Context: an optimization exercise on an open-source flow, tuned for small area, a short achievable clock period and few clock cycles. The choices shown serve that exercise and are no tape-out recipe. RTL that was checked went through simulation tests only; none was proved equivalent to the original. Only the layout flow was run in run 2; the RTL was not checked for function there.

==> flow/config.mk <==
export PLATFORM = sky130hd
export DESIGN_NAME = rs_dec_kes
export DESIGN_NICKNAME = rs_dec_kes
export VERILOG_FILES = /design/flow/design.v
export SDC_FILE = /design/flow/constraint.sdc
export NUM_CORES = 8
export LEC_CHECK = 0
export CAP_MARGIN = 35
export CORE_MARGIN = 2
export CORE_UTILIZATION = 40
export SLEW_MARGIN = 35
==> flow/constraint.sdc <==
create_clock -name core_clock -period 9.0 [get_ports {clk}]
set_input_delay 1.8000 -clock core_clock [delete_from_list [all_inputs] [get_ports {clk}]]
set_output_delay 1.8000 -clock core_clock [all_outputs]
set_load 0.01 [all_outputs]
==> flow/design.v <==
module gf_mul (
    input  logic [9:0] a,
    input  logic [9:0] b,
    output logic [9:0] y
);
    assign y[0] = (a[0] & b[0]) ^ (a[1] & b[9]) ^ (a[2] & b[8]) ^ (a[3] & b[7]) ^ (a[4] & b[6]) ^ (a[5] & b[5]) ^ (a[6] & b[4]) ^ (a[7] & b[3]) ^ (a[8] & b[2]) ^ (a[8] & b[9]) ^ (a[9] & b[1]) ^ (a[9] & b[8]);
    assign y[1] = (a[0] & b[1]) ^ (a[1] & b[0]) ^ (a[2] & b[9]) ^ (a[3] & b[8]) ^ (a[4] & b[7]) ^ (a[5] & b[6]) ^ (a[6] & b[5]) ^ (a[7] & b[4]) ^ (a[8] & b[3]) ^ (a[9] & b[2]) ^ (a[9] & b[9]);
    assign y[2] = (a[0] & b[2]) ^ (a[1] & b[1]) ^ (a[2] & b[0]) ^ (a[3] & b[9]) ^ (a[4] & b[8]) ^ (a[5] & b[7]) ^ (a[6] & b[6]) ^ (a[7] & b[5]) ^ (a[8] & b[4]) ^ (a[9] & b[3]);
    assign y[3] = (a[0] & b[3]) ^ (a[1] & b[2]) ^ (a[1] & b[9]) ^ (a[2] & b[1]) ^ (a[2] & b[8]) ^ (a[3] & b[0]) ^ (a[3] & b[7]) ^ (a[4] & b[6]) ^ (a[4] & b[9]) ^ (a[5] & b[5]) ^ (a[5] & b[8]) ^ (a[6] & b[4]) ^ (a[6] & b[7]) ^ (a[7] & b[3]) ^ (a[7] & b[6]) ^ (a[8] & b[2]) ^ (a[8] & b[5]) ^ (a[8] & b[9]) ^ (a[9] & b[1]) ^ (a[9] & b[4]) ^ (a[9] & b[8]);
    assign y[4] = (a[0] & b[4]) ^ (a[1] & b[3]) ^ (a[2] & b[2]) ^ (a[2] & b[9]) ^ (a[3] & b[1]) ^ (a[3] & b[8]) ^ (a[4] & b[0]) ^ (a[4] & b[7]) ^ (a[5] & b[6]) ^ (a[5] & b[9]) ^ (a[6] & b[5]) ^ (a[6] & b[8]) ^ (a[7] & b[4]) ^ (a[7] & b[7]) ^ (a[8] & b[3]) ^ (a[8] & b[6]) ^ (a[9] & b[2]) ^ (a[9] & b[5]) ^ (a[9] & b[9]);
    assign y[5] = (a[0] & b[5]) ^ (a[1] & b[4]) ^ (a[2] & b[3]) ^ (a[3] & b[2]) ^ (a[3] & b[9]) ^ (a[4] & b[1]) ^ (a[4] & b[8]) ^ (a[5] & b[0]) ^ (a[5] & b[7]) ^ (a[6] & b[6]) ^ (a[6] & b[9]) ^ (a[7] & b[5]) ^ (a[7] & b[8]) ^ (a[8] & b[4]) ^ (a[8] & b[7]) ^ (a[9] & b[3]) ^ (a[9] & b[6]);
    assign y[6] = (a[0] & b[6]) ^ (a[1] & b[5]) ^ (a[2] & b[4]) ^ (a[3] & b[3]) ^ (a[4] & b[2]) ^ (a[4] & b[9]) ^ (a[5] & b[1]) ^ (a[5] & b[8]) ^ (a[6] & b[0]) ^ (a[6] & b[7]) ^ (a[7] & b[6]) ^ (a[7] & b[9]) ^ (a[8] & b[5]) ^ (a[8] & b[8]) ^ (a[9] & b[4]) ^ (a[9] & b[7]);
    assign y[7] = (a[0] & b[7]) ^ (a[1] & b[6]) ^ (a[2] & b[5]) ^ (a[3] & b[4]) ^ (a[4] & b[3]) ^ (a[5] & b[2]) ^ (a[5] & b[9]) ^ (a[6] & b[1]) ^ (a[6] & b[8]) ^ (a[7] & b[0]) ^ (a[7] & b[7]) ^ (a[8] & b[6]) ^ (a[8] & b[9]) ^ (a[9] & b[5]) ^ (a[9] & b[8]);
    assign y[8] = (a[0] & b[8]) ^ (a[1] & b[7]) ^ (a[2] & b[6]) ^ (a[3] & b[5]) ^ (a[4] & b[4]) ^ (a[5] & b[3]) ^ (a[6] & b[2]) ^ (a[6] & b[9]) ^ (a[7] & b[1]) ^ (a[7] & b[8]) ^ (a[8] & b[0]) ^ (a[8] & b[7]) ^ (a[9] & b[6]) ^ (a[9] & b[9]);
    assign y[9] = (a[0] & b[9]) ^ (a[1] & b[8]) ^ (a[2] & b[7]) ^ (a[3] & b[6]) ^ (a[4] & b[5]) ^ (a[5] & b[4]) ^ (a[6] & b[3]) ^ (a[7] & b[2]) ^ (a[7] & b[9]) ^ (a[8] & b[1]) ^ (a[8] & b[8]) ^ (a[9] & b[0]) ^ (a[9] & b[7]);
endmodule
module rs_dec_kes (
    input  logic        clk,
    input  logic        rst_n,
    input  logic        start,
    input  logic [299:0] syndromes_in_flat,  
    output logic        done,
    output logic [159:0] lambda_flat,        
    output logic [159:0] omega_flat          
);
    logic [9:0]  syndromes_in [29:0];
    always_comb begin
        for (int n = 0; n < 30; n++) syndromes_in[n] = syndromes_in_flat[10*n +: 10];
    end
    localparam T = 15;
    localparam K_STEPS = 30;  
    typedef enum logic [1:0] {IDLE, CALC, FINISH} state_t;
    state_t state;
    logic [9:0] lam_reg [15:0];
    logic [9:0] b_reg   [15:0];
    logic [9:0] omg_reg [15:0];
    logic [9:0] a_reg   [15:0];
    logic [9:0] syn_shift   [29:0];    
    logic [9:0] syn_window  [15:0];
    logic [9:0] delta, gamma;
    logic [4:0] k_cnt;   
    logic [4:0] L;       
    logic [9:0] del_term [15:0];   
    logic [9:0] lam_term    [15:0];     
    logic [9:0] del_term_b  [15:0];     
    logic [9:0] lam_next    [15:0];
    logic [9:0] omg_term    [15:0];     
    logic [9:0] del_term_a  [15:0];     
    logic [9:0] omg_next    [15:0];
    always_comb begin
        syn_window[0] = syndromes_in[k_cnt]; 
        for (int j = 1; j <= T; j++) begin
            syn_window[j] = syn_shift[j-1];
        end
    end
    genvar i;
    generate
        for (i = 0; i <= T; i++) begin : gen_delta_mul
            gf_mul u_mul_delta (
                .a(lam_reg[i]), 
                .b(syn_window[i]), 
                .y(del_term[i])
            );
        end
    endgenerate
    always_comb begin
        delta = 10'd0;
        for (int j = 0; j <= T; j++) begin
            delta = delta ^ del_term[j];
        end
    end
    generate
        for (i = 0; i <= T; i++) begin : gen_update_mul
            gf_mul u_mul_g_lam (.a(gamma), .b(lam_reg[i]), .y(lam_term[i]));
            logic [9:0] b_val;
            assign b_val = (i == 0) ? 10'd0 : b_reg[i-1];
            gf_mul u_mul_d_b   (.a(delta), .b(b_val),      .y(del_term_b[i]));
            gf_mul u_mul_g_omg (.a(gamma), .b(omg_reg[i]), .y(omg_term[i]));
            logic [9:0] a_val;
            assign a_val = (i == 0) ? 10'd0 : a_reg[i-1];
            gf_mul u_mul_d_a   (.a(delta), .b(a_val),      .y(del_term_a[i]));
        end
    endgenerate
    always_comb begin
        for (int j = 0; j <= T; j++) begin
            lam_next[j] = lam_term[j] ^ del_term_b[j];
            omg_next[j] = omg_term[j] ^ del_term_a[j];
        end
    end
    always_ff @(posedge clk or negedge rst_n) begin
        if (!rst_n) begin
            state <= IDLE;
            k_cnt <= 5'd0;
            done  <= 1'b0;
            for (int j=0; j<=T; j++) begin
                lam_reg[j] <= 10'd0; b_reg[j] <= 10'd0;
                omg_reg[j] <= 10'd0; a_reg[j] <= 10'd0;
            end
        end
        else begin
            case (state)
                IDLE: begin
                    done <= 1'b0;
                    if (start) begin
                        state <= CALC;
                        k_cnt <= 5'd0;
                        L     <= 5'd0;
                        gamma <= 10'd1;  
                        for (int j=0; j<K_STEPS; j++) syn_shift[j] <= 10'd0;
                        lam_reg[0] <= 10'd1; b_reg[0] <= 10'd1;
                        omg_reg[0] <= 10'd1; a_reg[0] <= 10'd0;  
                        for (int j=1; j<=T; j++) begin
                            lam_reg[j] <= 10'd0; b_reg[j] <= 10'd0;
                            omg_reg[j] <= 10'd0; a_reg[j] <= 10'd0;
                        end
                    end
                end
                CALC: begin
                    logic [9:0] d_curr;
                    d_curr = delta; 
                    for (int j=0; j<=T; j++) begin
                        lam_reg[j] <= lam_next[j];
                        omg_reg[j] <= omg_next[j];
                    end
                    if (d_curr != 0 && (2*L <= k_cnt)) begin
                        for (int j=0; j<=T; j++) begin
                            b_reg[j] <= lam_reg[j];
                            a_reg[j] <= omg_reg[j];
                        end
                        L <= k_cnt + 1 - L;
                        gamma <= d_curr;
                    end
                    else begin
                        for (int j=T; j>0; j--) begin
                            b_reg[j] <= b_reg[j-1];
                            a_reg[j] <= a_reg[j-1];
                        end
                        b_reg[0] <= 10'd0;
                        a_reg[0] <= 10'd0;
                    end
                    syn_shift[0] <= syndromes_in[k_cnt];
                    for (int j=1; j<T; j++) syn_shift[j] <= syn_shift[j-1];
                    if (k_cnt == K_STEPS - 1) begin
                        state <= FINISH;
                    end else begin
                        k_cnt <= k_cnt + 1;
                    end
                end
                FINISH: begin
                    done <= 1'b1;
                    state <= IDLE;  
                end
            endcase
        end
    end
    always_comb begin
        for (int n = 0; n < 16; n++) begin
            lambda_flat[10*n +: 10] = lam_reg[n];
            omega_flat[10*n +: 10]  = omg_reg[n];
        end
    end
endmodule
==> flow/run.sh <==
#!/bin/bash
# synth_recipe.tcl (not shown) runs the flow's synth.tcl, then flattens the netlist and writes it again
# the make line also repeats each setting of config.mk as NAME=value (left out here)
make -C /OpenROAD-flow-scripts/flow DESIGN_CONFIG=/design/flow/config.mk WORK_HOME=/design/flow/orfs CLKGATE_MAP_FILE= SYNTH_SCRIPT=/design/flow/synth_recipe.tcl finish
==> metrics.md, run 1 <==
| Metric | Value |
|---|---|
| Worst Setup End Kind | flip-flop |
| CTS root buf | clkbuf_16 |
| Top_reg_cell synth | dfrtp_1 |
| CTS Hold Buffers Added | 0 |
| Leading area contributor after synthesis | xnor2_1 |
| Critical Path Slowest Stage Cell | edfxtp_1 |
| DR WL/cell | between 30 and 40 µm |
| Top delay family on crit path | XOR/XNOR gates |
| Initial DRC Count | around 26000 |
| Yosys top cell area share | between 30 and 40% |
| Met3 wire length | 119 mm |
| Vias in the first global route | between 100k and 150k |
| Top Ports | 624 |
| Synth area leaders | xnor2_1 34%, nand2_1 18%, dfrtp_1 10% |
| # rows | ~230 |
| Vias | between 150k and 200k |
| Min cycle time layout | slightly above 8000 ps |
| CP Cell Sequence | nand2_1, xor2_1, xnor2_1, xnor2_2, xnor2_1, xnor3_1, xnor3_2, xnor2_1, xnor2_1, buf_4, xnor2_4, buf_12, nand2b_2, o21ai_0, a22oi_1, xnor2_1, xnor2_1, o21ai_1 |
| Final Hold Vio Count | 0 |
| CTS HTree Levels | 3 |
| Largest net degree at the start of global routing | about 180 |
| Worst Max-Slew Pin Slew | about 1200 ps |
| WHS | roughly 500 ps |
| Max-slew headroom | 17.6% |
| CTS tree | yes |
| Cts repair resizes | 0 |
| Final Max Tran Viols | 0 |
| Worst endpoint required time | ~9800 ps |
| Overall routing resource usage | 41.8% |
| Max cap viols | 0 |
| CTS Sinks | between 700 and 800 |
| DR vias/cell | about 6.1 |
| Setup_tns | 0 ps |
| Reg clk slew, reported paths | 70 ps |
| Seq cells post-synth | 793 |
| Most common cell after layout, fill and taps aside | nand2_1 |
| Die height | between 600 and 700 µm |
| Clk Latency, worst-skew pair | a little under 1000 ps |
| Detail Route met2 WL | between 300 and 400 mm |
| Dpl ws | approximately 730 ps |
| First-pass DRT Iterations | 9 |
| Die Area | 0.389 mm² |
| WL final | 846 mm |
| Gate Count Post-Synth | between 20000 and 25000 |
| Post-synth ARST share | roughly 80% |
| Final setup margin | 886 ps |
| Seq/Total Area, Yosys | 13.4% |
| Syn_area_per_cell | around 7 µm² |
| M1 WL | 309 mm |
| Netlist cell types | 100 |
| Post-synth EDFFs | roughly 170 |
| Initial antenna violation count | between 100 and 150 |
| I/O Buffers | just over 600 |
| Routability cong. | ~1.2 |
| CP Class | reg -> reg |
| HP Class | reg -> reg |
| Top sig layer | met5 |
| Crit start category | flip-flop |
| CTS Buffer Depth | 4 |
| Mapped Nets | roughly 22000 |
| Top cell by count, worst path | xnor2_1 |
| Starting Density | about 40% |
| CTS buffer count | 115 |
| Area Growth Syn to Fin | 10.4% |
| Critical Path AT | 8880 ps |
| Core ar. | around 0.38 mm² |
| CP peak stage delay | roughly 1100 ps |
| Period utilization | between 90% and 100% |
| Peak Freq | ~0.12 GHz |
| Status | timing/DRC/antenna clean |
| DRC | 0 |
| CP Buf/Inv Count | 2 |
| Final setup skew | ~95 ps |
| Final setup fails | 0 |
| Post-route ant nets | 0 |
| Syn Std Cell Area | approximately 0.15 mm² |
| Post-DP HPWL | between 500 and 600 mm |
| Fin nets | 21790 |
| RSZ-0062 raised after global routing | no |
| Chip width | a little over 600 µm |
| Critical Path Fanout Max | 20 |
| First-pass GRT wire length | 1180 mm |
| Layout cells sized above 1 | under 10% |
| Synth Warn # | 24 |
| Post-CTS setup buffers | 0 |
| Commonest non-fill, non-tap cells in the layout | 7259 x nand2_1, 5958 x xnor2_1, 1385 x xor2_1 |
| GR Overflow Total | 0 |
cells in the mapped netlist, types with 74 or more instances:
cell type / instances
a21oi_1: 292
a22oi_1: 413
and2_1: 147
buf_1: 376
buf_2: 585
buf_4: 74
clkbuf_1: 1078
dfrtp_1: 628
edfxtp_1: 165
inv_1: 233
mux2_2: 263
mux2i_1: 363
nand2_1: 7267
nand2b_1: 138
nand3b_1: 82
nor2_1: 414
o21ai_0: 803
o21ai_1: 228
o22ai_1: 270
xnor2_1: 5992
xnor3_1: 151
xor2_1: 1403
area by class of cell:
type | count | area (µm²)
well taps | 5038 | 6300
diodes | 110 | 275
multi-input cells | 18827 | 123000
clock inverters | 62 | 870
flip-flops and latches | 793 | 20700
fillers | 39002 | 213000
inverters | 236 | 886
repair buffers | 1496 | 14300
clock buffers | 149 | 3190
per-stage QoR:
step	util, %	instances	cell area (µm²)
floorplan	-	22038	154000
global placement	42.9	26341	164000
detailed placement	43.0	26370	165000
CTS	44.1	26581	169000
global route	44.3	26630	169000
finish	44.3	26711	170000
worst register-to-register path, stage by stage (launching register included):
cell      delay, ps
edfxtp_1       1060
nand2_1         540
xor2_1          290
xnor2_1         190
xnor2_2         840
xnor2_1         250
xnor3_1         350
xnor3_2         670
xnor2_1         610
xnor2_1         130
buf_4           190
xnor2_4         540
buf_12          300
nand2b_2        510
o21ai_0         790
a22oi_1         260
xnor2_1         260
xnor2_1         150
o21ai_1          70
logic make-up after synthesis:
logic type	count (synthesis)	synth area share (%)
and+or+nand+nor	8257	21.2
DFF	793	13.4
xor gates and xnor gates	7559	44.5
AOI/OAI and AO/OA	2363	9.39
adders and majority gates	18	0.151
buffers and inverters	2418	6.98
muxes	630	4.33
worst paths after layout:
| check | to | depth (start not counted) | slack [ps] | start |
|---|---|---|---|---|
| worst max register to register | lam_reg[3][7]$_DFFE_PN0P_ | 18 | 890 | syn_shift[4][7]$_SDFFCE_PN0P_ |
| min in group asynchronous | omg_reg[14][9]$_DFFE_PN0P_ | 1 | 840 | rst_n |
| worst min-delay path | lam_reg[13][7]$_DFFE_PN0P_ | 2 | 500 | lam_reg[13][7]$_DFFE_PN0P_ |
| worst min register to register | lam_reg[13][7]$_DFFE_PN0P_ | 2 | 500 | lam_reg[13][7]$_DFFE_PN0P_ |
| max in group asynchronous | lam_reg[13][0]$_DFFE_PN0P_ | 4 | 5750 | rst_n |
| worst max-delay path | lam_reg[3][7]$_DFFE_PN0P_ | 18 | 890 | syn_shift[4][7]$_SDFFCE_PN0P_ |
layer usage:
layer  global-route usage (%)  up-vias
li1                         -    67969
met1                     51.3    77156
met2                     58.6    13006
met3                     16.4     3540
met4                     30.7       78
met5                     2.35        -
Testbench counts, summed over its fixed seeds: cycles 102,408.
==> inputs of run 2 (changes only) <==
==> flow/design.v (replaced) <==
module gf_mul (
    input  logic [9:0] a,
    input  logic [9:0] b,
    output logic [9:0] y
);
    logic [9:0] ap [0:9];
    always_comb begin
        ap[0] = a;
        for (int j = 1; j < 10; j++)
            ap[j] = {ap[j-1][8:0], 1'b0} ^ (ap[j-1][9] ? 10'h009 : 10'h000);
        y = 10'd0;
        for (int j = 0; j < 10; j++)
            if (b[j]) y = y ^ ap[j];
    end
endmodule
module rs_dec_kes (
    input  logic        clk,
    input  logic        rst_n,
    input  logic        start,
    input  logic [299:0] syndromes_in_flat,
    output logic        done,
    output logic [159:0] lambda_flat,
    output logic [159:0] omega_flat
);
    localparam logic [1:0] IDLE = 2'd0, ITER = 2'd1, OMG = 2'd2, FIN = 2'd3;
    logic [9:0] S [0:29];
    always_comb for (int n = 0; n < 30; n++) S[n] = syndromes_in_flat[10*n +: 10];
    logic [1:0] st;
    logic [4:0] cnt;
    logic [4:0] L;
    logic [9:0] gam;
    logic [9:0] lam [0:15];
    logic [9:0] b   [0:14];    
    logic [9:0] w   [0:15];    
    logic [9:0] sg2, sg3;      
    wire om = st[1];           
    logic [9:0] p [0:15];
    logic [9:0] delta;
    for (genvar i = 0; i < 16; i++) begin : g1
        gf_mul u (.a(lam[i]), .b(w[i]), .y(p[i]));
    end
    always_comb begin
        delta = 10'd0;
        for (int i = 0; i < 16; i++) delta = delta ^ p[i];
    end
    wire [9:0] gsel = om ? sg2 : gam;
    wire [9:0] dsel = om ? sg3 : delta;
    logic [9:0] t2 [0:15];
    logic [9:0] t3 [0:15];
    logic [9:0] lnx [0:15];
    for (genvar i = 0; i < 16; i++) begin : g2
        gf_mul u (.a(gsel), .b(lam[i]), .y(t2[i]));
    end
    assign t3[0] = 10'd0;
    for (genvar i = 1; i < 16; i++) begin : g3
        wire [9:0] bs = om ? lam[i-1] : b[i-1];
        gf_mul u (.a(bs), .b(dsel), .y(t3[i]));
    end
    always_comb for (int i = 0; i < 16; i++) lnx[i] = t2[i] ^ t3[i];
    wire last_it = (st == ITER) && (cnt == 5'd29);
    wire upd = (delta != 10'd0) && ({L, 1'b0} <= {1'b0, cnt});
    logic [2:0] u;
    logic [9:0] r1, r2, r3;
    always_comb begin
        u = (st == ITER) ? 3'd0 : 3'(cnt[1:0] + 2'd1);
        case (u)
            3'd0: begin r1 = S[14]; r3 = S[13]; r2 = S[12]; end
            3'd1: begin r1 = S[11]; r3 = S[10]; r2 = S[9];  end
            3'd2: begin r1 = S[8];  r3 = S[7];  r2 = S[6];  end
            3'd3: begin r1 = S[5];  r3 = S[4];  r2 = S[3];  end
            default: begin r1 = S[2]; r3 = S[1]; r2 = S[0]; end
        endcase
    end
    wire [9:0] snext = S[cnt + 5'd1];
    wire s0nz = (S[0] != 10'd0);
    wire s1nz = (S[1] != 10'd0);
    always_ff @(posedge clk or negedge rst_n) begin
        if (!rst_n) begin
            st  <= IDLE;
            cnt <= 5'd0;
        end else begin
            case (st)
                ITER: begin
                    cnt <= last_it ? 5'd0 : cnt + 5'd1;
                    if (last_it) st <= OMG;
                end
                OMG: begin
                    cnt <= cnt + 5'd1;
                    if (cnt[1:0] == 2'd3) st <= FIN;
                end
                default: begin
                    if (start) begin st <= ITER; cnt <= 5'd2; end
                    else st <= IDLE;
                end
            endcase
        end
    end
    always_ff @(posedge clk) begin
        if (st == ITER) begin
            for (int i = 0; i < 16; i++) lam[i] <= lnx[i];
            if (upd) begin
                for (int i = 0; i < 15; i++) b[i] <= lam[i];
                gam <= delta;
                L   <= cnt + 5'd1 - L;
            end else begin
                b[0] <= 10'd0;
                for (int i = 1; i < 15; i++) b[i] <= b[i-1];
            end
        end else if (st == OMG) begin
            for (int j = 0; j < 15; j++)
                b[j] <= (j >= 3 ? b[j-3] : 10'd0) ^ (j >= 2 ? p[j-2] : 10'd0) ^ lnx[j];
        end else if (start) begin
            for (int i = 0; i < 16; i++) lam[i] <= 10'd0;
            for (int i = 0; i < 15; i++) b[i] <= 10'd0;
            lam[0] <= s0nz ? S[0] : 10'd1;
            lam[1] <= s0nz ? S[1] : 10'd0;
            lam[2] <= s0nz ? 10'd0 : S[1];
            b[0]   <= (!s0nz && s1nz) ? 10'd1 : 10'd0;
            b[1]   <= s0nz ? 10'd1 : 10'd0;
            b[2]   <= (!s0nz && !s1nz) ? 10'd1 : 10'd0;
            gam    <= s0nz ? S[0] : (s1nz ? S[1] : 10'd1);
            L      <= s0nz ? 5'd1 : (s1nz ? 5'd2 : 5'd0);
        end
        if ((st == IDLE || st == FIN) && start) begin
            w[0] <= S[2]; w[1] <= S[1]; w[2] <= S[0];
            for (int i = 3; i < 16; i++) w[i] <= 10'd0;
        end else if (st == ITER && !last_it) begin
            w[0] <= snext;
            for (int i = 1; i < 16; i++) w[i] <= w[i-1];
        end else begin
            for (int i = 0; i < 16; i++) w[i] <= r1;
        end
        sg2 <= r2;
        sg3 <= r3;
    end
    assign done = (st == FIN);
    always_comb begin
        for (int n = 0; n < 16; n++) lambda_flat[10*n +: 10] = lam[n];
        omega_flat[9:0] = lam[0];
        for (int j = 1; j < 16; j++)
            omega_flat[10*j +: 10] = lam[j] ^ lnx[j-1]
                                   ^ (j >= 3 ? p[j-3] : 10'd0)
                                   ^ (j >= 4 ? b[j-4] : 10'd0);
    end
endmodule
==> metrics.md, run 2 <==
| Metric | Value |
|---|---|
| Leading area contributor after synthesis | xnor2_1 |
| Vias in the first global route | 98819 |
| I/O Buffers | a little over 600 |
| Final setup margin | -89.7 ps |
| Top post-synthesis cells by count | 3555 x xnor2_1, 3204 x nand2_1, 1536 x nor2_1 |
| Die Area | 0.255 mm² |
| CP peak stage delay | roughly 600 ps |
| Placed Cells | about 18000 |
| Status | complete, but fails checks |
| Final setup fails | 8 |
| CTS root buf | clkbuf_16 |
| Final setup skew | 64.5 ps |
| Syn Std Cell Area | about 0.1 mm² |
| Critical Path AT | between 7000 and 8000 ps |
| Synth area leaders | xnor2_1 31%, nand2_1 12%, edfxtp_1 9.7% |
| Critical Path Slowest Stage Cell | xnor3_1 |
| Count leader, synth | xnor2_1 |
| Starting Density | approximately 40% |
| Post-route ant nets | 0 |
| Commonest non-fill, non-tap cells in the layout | 3467 x xnor2_1, 3200 x nand2_1, 1531 x nor2_1 |
| CP Buf/Inv Count | 5 |
| Post-DP HPWL | ~430 mm |
| XOR/XNOR Fraction of Synth Area | between 40 and 50% |
| Hold path depth | 2 |
| RSZ-0062 raised after global routing | yes |
| Largest family of logic cells by synthesized area | XOR/XNOR gates |
| Critical Path Fanout Max | 42 |
| DRC | 0 |
| Hold Crit Start | w[1][5]$_DFF_P_ |
| Die height | 505 µm |
| Layout cells sized above 1 | a little under an eighth |
| First-pass DRT Iterations | 16 |
| Routability cong. | around 1.1 |
| Most common cell after layout, fill and taps aside | xnor2_1 |
| Top cell by count, worst path | xnor2_1 |
| Max-slew headroom | 24.2% |
| Period utilization | 101% |
| WHS | 486 ps |
| First-pass GRT wire length | 795 mm |
| Post-synth ARST share | 1.37% |
| Synth Area in Compound Gates | a little over a tenth |
| Synth Warn # | 17 |
| Gate Count Post-Synth | 13864 |
| HP Class | reg -> reg |
| Adder-cell share of the synthesized area | less than 1% |
| CTS HTree Levels | 3 |
| Netlist cell types | 79 |
| Top Ports | 624 |
| Final Max Tran Viols | 0 |
| Post-Synth Simple-Gate Area | between 20% and 30% |
| Area Growth Syn to Fin | 19.4% |
| Reg2reg setup slack | ~2700 ps |
| Overall routing resource usage | between 40% and 50% |
| Min cycle time layout | slightly above 9000 ps |
| Peak Freq | around 0.11 GHz |
| Worst endpoint required time | 7200 ps |
| Top_reg_cell synth | edfxtp_1 |
| Mux cell area share after synthesis | under 10% |
| Clk Latency, worst-skew pair | ~800 ps |
| Core ar. | roughly 0.25 mm² |
| Worst reg-to-reg path cell count | 21 |
| Crit start category | flip-flop |
| CP Class | reg -> out |
| CTS tree | yes |
| DR WL/cell | between 30 and 40 µm |
| Final Hold Vio Count | 0 |
| Layout Check Fails | setup timing |
| Seq/Total Area, Yosys | 13.5% |
| CTS Sinks | 512 |
| Max cap viols | 0 |
| GR Overflow Total | 0 |
| DR vias/cell | a little over 6 |
| Reg2reg end | b[4][3]$_DFFE_PP_ |
| Post-synth EDFFs | between 300 and 400 |
| Chip width | 505 µm |
| Yosys top cell area share | approximately 31% |
| Fin nets | around 15000 |
| CTS Buffer Depth | 3 |
| Reg clk slew, reported paths | ~60 ps |
| Initial antenna violation count | 43 |
| CP Cell Sequence | buf_4, nand2_1, xnor3_1, xnor3_1, xnor3_1, xnor2_1, xnor2_1, xnor2_2, xnor2_1, o21ai_4, buf_12, mux2_2, o22ai_1, xnor2_1, xnor3_1, xnor2_1, buf_4, xnor2_2, xnor2_2, buf_4, clkdlybuf4s50_1 |
| Seq cells post-synth | 512 |
| R2r startpoint | lam[2][9]$_DFFE_PP_ |
| WL final | about 580 mm |
| CTS buffer count | 76 |
| Mapped Nets | 14185 |
| Top delay family on crit path | XOR/XNOR gates |
| Worst Setup End Kind | output port |
| WHS Endpoint | w[2][5]$_DFF_P_ |
| Initial DRC Count | 17129 |
| # rows | 183 |
| Cell Count, Final, Fillers Out | about 18000 |
| Syn_area_per_cell | between 7 and 8 µm² |
| Worst Max-Slew Pin Slew | 1140 ps |
| Vias | 108603 |
| Final Core Density | slightly below 50% |
| Largest net degree at the start of global routing | between 100 and 150 |
==> run 2: changes by cell type after synthesis, sizes merged, moves of 180 or more <==
cell | before | now
buf | 1087 | 516
xor2 | 1404 | 793
nor2 | 414 | 1536
dfrtp | 628 | 7
xnor2 | 5995 | 3556
a22oi | 413 | 201
nand2 | 7267 | 3204
clkbuf | 1082 | 731
dfxtp | 0 | 180
o21ai | 1031 | 262
==> run 2: logic make-up (layout without fill, tap and decap cells) <==
kind of cell	count (synthesis)	count (layout)
AO/OA/AOI/OAI	1677	1677
XOR/XNOR	4639	4639
adder cells (fa/ha/maj)	18	18
buffers and inverters	1375	2059
flip-flops	512	512
multiplexers	486	486
other	0	34
AND/OR/NAND/NOR	5157	5157
==> run 2: what timing repair did <==
| item | 4_1_cts | 5_1_grt |
|---|---|---|
| gates resized for setup | 70 | 107 |
| buffers inserted | 105 | 109 |
| cloned | 1 | 1 |
| hold buffers | 0 | 0 |
| endpoints found under the setup margin | 139 | 109 |
| pin swaps | 3 | 11 |
==> run 2: how the worst max path moves through the flow <==
stage               cells past startpoint                      from                  end  slack [ps]
CTS                                    20   lam[8][0]$_SDFFCE_PN0P_      omega_flat[150]        -120
finish                                 21       lam[2][9]$_DFFE_PP_       omega_flat[44]         -90
detailed placement                     21  lam[15][8]$_SDFFCE_PN0P_      omega_flat[150]         -30
floorplan                              14         st[1]$_DFFE_PN0P_  lam[0][0]$_DFFE_PP_        1050
global placement                       21  lam[15][8]$_SDFFCE_PN0P_      omega_flat[150]        -100
global route                           19   lam[3][8]$_SDFFCE_PN0P_      omega_flat[150]         -80
==> run 2: per-stage QoR <==
step	area [µm²]	setup TNS [ps]	setup WS [ps]
after floorplan	100000	0	1050
after global placement	114000	-99.0	-99.0
after detailed placement	115000	-29.7	-29.7
after CTS	118000	-119	-119
after global routing	120000	-111	-83.6
final	120000	-352	-89.7
==> run 2: layout make-up <==
class | count | area, µm²
Antenna cell | 34 | 85.1
Clock buffer | 104 | 2210
Clock inverter | 37 | 288
Fill cell | 25325 | 129000
Inverter | 128 | 503
Multi-Input combinational cell | 11977 | 83000
Sequential cell | 512 | 13600
Tap cell | 3330 | 4170
Timing Repair Buffer | 1790 | 16100
==> run 2: worst reg2reg max path: cells and delay by family (launching register included) <==
kind / cells / cell delay (ps)
flops: 1 / 490
xor+xnor: 11 / 3380
compound gates: 3 / 830
simple gates: 2 / 140
buf+inv: 5 / 1210
==> run 2: per-layer routing <==
layer	part of all wire [%]	up-vias	track usage (%)
met5	0.036	-	0
met4	9.1	26	32.3
met3	14	2035	13.4
met2	40	8661	61.6
met1	37	51871	54.7
li1	-	46010	-
==> inputs of run 3 (changes only) <==
--- a/flow/design.v
+++ b/flow/design.v
@@ -33,7 +33,7 @@
     logic [9:0] b   [0:14];    
     logic [9:0] w   [0:15];    
     logic [9:0] sg2, sg3;      
-    wire om = st[1];           
+    logic om;                  
     logic [9:0] p [0:15];
     logic [9:0] delta;
     for (genvar i = 0; i < 16; i++) begin : g1
@@ -62,7 +62,7 @@
     logic [2:0] u;
     logic [9:0] r1, r2, r3;
     always_comb begin
-        u = (st == ITER) ? 3'd0 : 3'(cnt[1:0] + 2'd1);
+        u = (st == ITER) ? 3'd0 : cnt[2:0] + 3'd1;
         case (u)
             3'd0: begin r1 = S[14]; r3 = S[13]; r2 = S[12]; end
             3'd1: begin r1 = S[11]; r3 = S[10]; r2 = S[9];  end
@@ -78,15 +78,16 @@
         if (!rst_n) begin
             st  <= IDLE;
             cnt <= 5'd0;
+            om  <= 1'b0;
         end else begin
             case (st)
                 ITER: begin
                     cnt <= last_it ? 5'd0 : cnt + 5'd1;
-                    if (last_it) st <= OMG;
+                    if (last_it) begin st <= OMG; om <= 1'b1; end
                 end
                 OMG: begin
                     cnt <= cnt + 5'd1;
-                    if (cnt[1:0] == 2'd3) st <= FIN;
+                    if (cnt[2:0] == 3'd4) begin st <= FIN; om <= 1'b0; end
                 end
                 default: begin
                     if (start) begin st <= ITER; cnt <= 5'd2; end
@@ -138,8 +139,6 @@
         for (int n = 0; n < 16; n++) lambda_flat[10*n +: 10] = lam[n];
         omega_flat[9:0] = lam[0];
         for (int j = 1; j < 16; j++)
-            omega_flat[10*j +: 10] = lam[j] ^ lnx[j-1]
-                                   ^ (j >= 3 ? p[j-3] : 10'd0)
-                                   ^ (j >= 4 ? b[j-4] : 10'd0);
+            omega_flat[10*j +: 10] = lam[j] ^ b[j-1];
     end
 endmodule
--- a/flow/config.mk
+++ b/flow/config.mk
@@ -7,5 +7,6 @@
 export LEC_CHECK = 0
 export CAP_MARGIN = 35
 export CORE_MARGIN = 2
-export CORE_UTILIZATION = 40
+export CORE_UTILIZATION = 70
+export SETUP_SLACK_MARGIN = 3.5
 export SLEW_MARGIN = 35
==> metrics.md, run 3 <==
| Metric | Value |
|---|---|
| Status | stopped before the end |
| Last stage the flow got to | global routing |
| Err | [ERROR GRT-0232] Routing congestion too high. Check the congestion heatmap in the GUI. |
| I/O Buffers | 623 |
| Dpl ws | roughly 2000 ps |
| Count leader, synth | nand2_1 |
| CTS HTree Levels | 3 |
| Top_reg_cell synth | edfxtp_1 |
| Overall routing resource usage | about four fifths |
| Yosys top cell area share | ~29% |
| Syn Std Cell Area | between 0.1 and 0.15 mm² |
| Synth area leaders | xnor2_1 29%, nand2_1 13%, edfxtp_1 9.7% |
| Post-synth ARST share | around 1.6% |
| CTS Sinks | between 500 and 600 |
| Routability cong. | ~1.2 |
| Starting Density | between 70 and 80% |
| Netlist cell types | 79 |
| Seq cells post-synth | between 500 and 600 |
| Leading area contributor after synthesis | xnor2_1 |
| Top Ports | between 600 and 700 |
| Top post-synthesis cells by count | 3542 x nand2_1, 3302 x xnor2_1, 1241 x nor2_1 |
| # rows | 139 |
| CTS Buffer Depth | 3 |
| Post-DP HPWL | 353 mm |
| GR Overflow Total | 2 |
| Largest net degree at the start of global routing | 126 |
| Chip width | about 380 µm |
| CTS root buf | clkbuf_16 |
| Synth Warn # | 17 |
| Syn_area_per_cell | about 7.3 µm² |
| Post-synth EDFFs | between 300 and 400 |
| Mapped Nets | around 14000 |
| Seq/Total Area, Yosys | about 13% |
| CTS buffer count | 70 |
| Die height | around 380 µm |
| Gate Count Post-Synth | about 14000 |
| CTS Hold Buffers Added | 0 |
run 3: changes by cell type after synthesis, sizes merged, moves of 60 or more:
cell    delta
nand2    +338
nor2     -295
xnor2    -253
xor2     +151
a21oi    +116
o22ai     -80
mux2i     -63
clkbuf    -60
run 3: kinds of logic after synthesis:
logic type	count (synthesis)	share of synthesized area, %
buf+inv	1359	5.59
compound gates	1691	10.8
mux	445	4.61
fa+ha+maj	19	0.243
xor+xnor	4583	44.5
flops	513	13.4
simple gates	5300	20.9
run 3: worst max-delay path by stage:
stage / to / slack, ps / cells past startpoint
after floorplan: b[8][6]$_DFFE_PP_ / 3940 / 18
after CTS: b[4][8]$_DFFE_PP_ / 3470 / 21
after global placement: lam[5][4]$_SDFFCE_PN0P_ / 2020 / 17
after detailed placement: b[1][3]$_DFFE_PP_ / 1960 / 17
run 3: timing repair:
action / 4_1_cts
cloned: 27
endpoints found under the setup margin: 315
endpoints found under the hold margin: 0
gates resized for setup: 343
buffers inserted: 279
pin swaps: 42
run 3: layer usage:
layer  overflow  GRT usage, %
met5          1          43.9
met4          0          80.4
met3          0          70.4
met2          0          94.9
met1          1          81.3
run 3: per-stage QoR:
stage	cells	util, %	cell area, µm²
after floorplan	13910	-	101000
after global placement	15578	75.3	108000
after detailed placement	15590	75.6	108000
after CTS	16026	80.7	116000
Testbench counts of run 3, summed over its fixed seeds: cycles 108,808.

==> separate check: timing with driven ports <==
In the flow no input, the clock included, has a driving cell. The finished layouts below were timed again as built, in two steps. Step 1 (the two cells are an assumption about what drives the block):
set clk [get_ports {clk}]
set_driving_cell -lib_cell sky130_fd_sc_hd__clkbuf_16 $clk
set_driving_cell -lib_cell sky130_fd_sc_hd__buf_2 [delete_from_list [all_inputs] $clk]
Step 2 times the ports against the registers' clock, not the clock port: input delays grow and output delays shrink by t, the midpoint of the rising clock arrivals with the driver on. Slacks: ideal / step 1 / step 2; pairs: ideal / step 1.
run	t, ns	setup slack, ns	cell pins on the clock port's net
run 1	1.035	0.886 / 0.886 / 0.369	1
run 2	0.863	-0.090 / -0.185 / 0.678	1
The setup slack of run 1, which loses most, moves by 0.000 ns with the drivers and by -0.517 ns with both steps.
